Source: an optimization exercise on an open RTL-to-GDS flow (aim: small area, a short achievable clock period and few clock cycles). Production flows keep margins and buffers that such runs may drop.
Only simulation tests tie the RTL to the original design; equivalence was not proved.

Setup of run 1:
==> module RegFile, before the edit <==
module RegFile (
    input         clk,
    input  [4:0]  ra1,
    input  [4:0]  ra2,
    output [31:0] rd1,
    output [31:0] rd2,
    input         we,
    input  [4:0]  wa,
    input  [31:0] wd
);
reg [31:0] regmemory [0:31];
wire [31:0] sel1 = 32'b1 << ra1;
wire [31:0] sel2 = 32'b1 << ra2;
reg  [31:0] r1, r2;
integer i;
always @(*) begin
    r1 = 32'b0;
    r2 = 32'b0;
    for (i = 0; i < 32; i = i + 1) begin
        r1 = r1 | ({32{sel1[i]}} & regmemory[i]);
        r2 = r2 | ({32{sel2[i]}} & regmemory[i]);
    end
end
assign rd1 = r1;
assign rd2 = r2;
always @(posedge clk)
    if (we) regmemory[wa] <= wd;
endmodule
==> module top_module, before the edit <==
module top_module(
    input clk,
    input reset,
    output [9:0] mem_addr,
    output [31:0] mem_wdata,
    output mem_we,
    input [31:0] mem_rdata
    );
reg  [9:0]  addr;       
reg  [9:0]  rpc;        
reg         mcyc;       
reg         we;         
reg  [31:0] wd;         
reg         m_lw;       
reg  [4:0]  m_dest;     
reg         x_wb;       
reg         x_lw, x_sw, x_beq;
reg         x_sub, x_and, x_or;
reg         x_fa, x_fb;  
reg  [4:0]  x_dest;
reg  [9:0]  x_imm;
reg  [9:0]  x_btgt;
reg  [31:0] A, B;
reg         w_v;
reg  [4:0]  w_dest;
reg  [31:0] WR;
assign mem_addr  = addr;
assign mem_we    = we;
assign mem_wdata = wd;
wire [31:0] ins  = mem_rdata;
wire [5:0]  op   = ins[31:26];
wire [4:0]  f_rs = ins[25:21];
wire [4:0]  f_rt = ins[20:16];
wire [4:0]  f_rd = ins[15:11];
wire [5:0]  fn   = ins[5:0];
wire f_r    = (op == 6'b000000);
wire f_addi = (op == 6'b001000);
wire f_lw   = (op == 6'b100011);
wire f_sw   = (op == 6'b101011);
wire f_beq  = (op == 6'b000100);
wire f_j    = (op == 6'b000010);
wire [31:0] opa = x_fa ? WR : A;
wire [31:0] opb = x_fb ? WR : B;
wire [31:0] alu;
ALU alu_u (.a(opa), .b(opb), .sub(x_sub), .op_and(x_and), .op_or(x_or), .y(alu));
wire        x_eq     = (opa == opb);
wire        redirect = x_beq & x_eq;
wire        x_mem    = x_lw | x_sw;
wire [9:0]  daddr    = opa[9:0] + x_imm;
wire [31:0] rf1, rf2;
RegFile regfile (.clk(clk), .ra1(f_rs), .ra2(f_rt), .rd1(rf1), .rd2(rf2),
                 .we(w_v), .wa(w_dest), .wd(WR));
wire        x_prod = x_wb | x_lw;           
wire        wbyp1  = w_v & (w_dest == f_rs);
wire        wbyp2  = w_v & (w_dest == f_rt);
wire [31:0] f_a    = wbyp1 ? WR : rf1;
wire [31:0] f_bo   = f_addi ? {{16{ins[15]}}, ins[15:0]} : WR;
wire [31:0] f_b    = (f_addi | wbyp2) ? f_bo : rf2;
wire [9:0]  addr_p1 = addr + 10'd1;
wire [9:0]  f_btgt  = addr_p1 + ins[9:0];
wire        f_bsame = f_beq & (f_rs == f_rt);    
reg         jf_v;
reg  [9:0]  jf_src, jf_tgt;
wire        jf_hit   = jf_v & (jf_src == addr);
wire [9:0]  seq_next = jf_hit ? jf_tgt : addr_p1;
wire [9:0]  f_next   = f_j ? ins[9:0] : f_bsame ? f_btgt : seq_next;
always @(posedge clk) begin
    if (reset) begin
        jf_v <= 1'b0;
    end else if (!mcyc && f_j) begin
        jf_v   <= 1'b1;
        jf_src <= addr - 10'd1;
        jf_tgt <= ins[9:0];
    end
end
always @(posedge clk) begin
    if (mcyc) begin
        w_dest <= m_dest;
        WR     <= mem_rdata;
    end else begin
        w_dest <= x_dest;
        WR     <= alu;
    end
end
always @(posedge clk) begin
    wd     <= opb;       
    m_dest <= x_dest;
    m_lw   <= x_lw;
    if (reset) begin
        addr  <= 10'd0;
        mcyc  <= 1'b0;
        we    <= 1'b0;
        x_wb  <= 1'b0;
        x_lw  <= 1'b0;
        x_sw  <= 1'b0;
        x_beq <= 1'b0;
        w_v   <= 1'b0;
    end else if (mcyc) begin
        addr   <= rpc;
        mcyc   <= 1'b0;
        we     <= 1'b0;
        w_v    <= m_lw;
    end else begin
        if (redirect) begin
            addr <= x_btgt;
        end else if (x_mem) begin
            addr <= daddr;
            rpc  <= f_next;
        end else begin
            addr <= f_next;
        end
        mcyc   <= x_mem;
        we     <= x_sw;
        w_v    <= x_wb;
        x_wb   <= ~redirect & (f_r | f_addi);
        x_lw   <= ~redirect & f_lw;
        x_sw   <= ~redirect & f_sw;
        x_beq  <= ~redirect & f_beq & ~f_bsame;
        x_sub  <= f_r & (fn == 6'b100010);
        x_and  <= f_r & (fn == 6'b100100);
        x_or   <= f_r & (fn != 6'b100000) & (fn != 6'b100010) & (fn != 6'b100100);
        x_fa   <= x_prod & (x_dest == f_rs);
        x_fb   <= x_prod & (x_dest == f_rt) & ~f_addi;
        x_dest <= f_r ? f_rd : f_rt;
        x_imm  <= ins[9:0];
        x_btgt <= f_btgt;
        A <= f_a;
        B <= f_b;
    end
end
endmodule
clock: 9.0 ns
lec_check: 0
abc_clock_period_in_ps: 3000
cap_margin: 20
core_margin: 2
core_utilization: 40
place_density: 0.6
setup_slack_margin: 5
slew_margin: 20
standard.sh (not shown) runs the stock make flow with config.mk's settings and CLKGATE_MAP_FILE= SYNTH_SCRIPT=/design/flow/synth_recipe.tcl, a recipe that flattens the netlist after the stock synthesis.
==> flow/flow/run.sh <==
#!/bin/bash
set -euo pipefail
bash standard.sh SETUP_SLACK_MARGIN=5.6 finish > make.log 2>&1
Testbench counts of run 1, summed over its fixed seeds: cycles 49,825.
Input-level comparison between run 2 and run 1:
--- a/flow/design.v
+++ b/flow/design.v
@@ -23,18 +23,6 @@
 );
 reg [31:0] regmemory [0:31];
-wire [31:0] sel1 = 32'b1 << ra1;
-wire [31:0] sel2 = 32'b1 << ra2;
-reg  [31:0] r1, r2;
-integer i;
-always @(*) begin
-    r1 = 32'b0;
-    r2 = 32'b0;
-    for (i = 0; i < 32; i = i + 1) begin
-        r1 = r1 | ({32{sel1[i]}} & regmemory[i]);
-        r2 = r2 | ({32{sel2[i]}} & regmemory[i]);
-    end
-end
-assign rd1 = r1;
-assign rd2 = r2;
+assign rd1 = regmemory[ra1];
+assign rd2 = regmemory[ra2];
 always @(posedge clk)
     if (we) regmemory[wa] <= wd;
@@ -97,23 +85,9 @@
 wire        wbyp2  = w_v & (w_dest == f_rt);
 wire [31:0] f_a    = wbyp1 ? WR : rf1;
-wire [31:0] f_bo   = f_addi ? {{16{ins[15]}}, ins[15:0]} : WR;
-wire [31:0] f_b    = (f_addi | wbyp2) ? f_bo : rf2;
+wire [31:0] f_b    = f_addi ? {{16{ins[15]}}, ins[15:0]} : (wbyp2 ? WR : rf2);
 wire [9:0]  addr_p1 = addr + 10'd1;
 wire [9:0]  f_btgt  = addr_p1 + ins[9:0];
 wire        f_bsame = f_beq & (f_rs == f_rt);    
-reg         jf_v;
-reg  [9:0]  jf_src, jf_tgt;
-wire        jf_hit   = jf_v & (jf_src == addr);
-wire [9:0]  seq_next = jf_hit ? jf_tgt : addr_p1;
-wire [9:0]  f_next   = f_j ? ins[9:0] : f_bsame ? f_btgt : seq_next;
-always @(posedge clk) begin
-    if (reset) begin
-        jf_v <= 1'b0;
-    end else if (!mcyc && f_j) begin
-        jf_v   <= 1'b1;
-        jf_src <= addr - 10'd1;
-        jf_tgt <= ins[9:0];
-    end
-end
+wire [9:0]  f_next  = f_j ? ins[9:0] : f_bsame ? f_btgt : addr_p1;
 always @(posedge clk) begin
     if (mcyc) begin
@@ -126,5 +100,4 @@
 end
 always @(posedge clk) begin
-    wd     <= opb;       
     m_dest <= x_dest;
     m_lw   <= x_lw;
@@ -154,4 +127,5 @@
         mcyc   <= x_mem;
         we     <= x_sw;
+        wd     <= opb;
         w_v    <= x_wb;
         x_wb   <= ~redirect & (f_r | f_addi);
## What came out
Run 2 reached the final stage; the timing, design-rule and antenna checks on its layout passed. Min worst hold slack after final layout across run 2 and run 1: run 2. Average wire length per cell after detail routing, run 2 vs run 1: down by more than 10%. Sequential share of cell area: run 2 < run 1. Run 2 ends up with a floorplan die area that is 7.2% higher than in run 1. Compared run 2 vs run 1, and post-route core utilization is down in run 2. Area occupied by registers, run 2 vs run 1: down slightly.
Testbench counts of run 2, summed over its fixed seeds: cycles 50,687.

==> port drivers added, routing unchanged <==
How much do the figures lean on ideal ports? The routed layouts below were timed once more, with nothing changed but the port constraints.
Step 1, drivers: a clkbuf_16 drives clk and a buf_2 each remaining input, both assumed.
Step 2, shift: input delay + t, output delay - t, t = (earliest + latest rising clock arrival at the registers) / 2. This alone moves slack from input paths to output paths.
Three values: ideal ports, drivers, drivers and shift; two values: the first two.
run | t, ns | setup WS [ns] | worst register clock-pin slew, ns | worst data-port slew with drivers (ns)
run 1 | 0.857 | 5.493 / 5.493 / 4.648 | 0.07 / 0.07 | 0.11
run 2 | 0.833 | 5.361 / 5.318 / 4.486 | 0.07 / 0.07 | 0.37
After both steps every run listed still meets setup and hold. For run 2, which loses most, drivers alone change the setup slack by -0.043 ns; drivers and shift together by -0.875 ns.
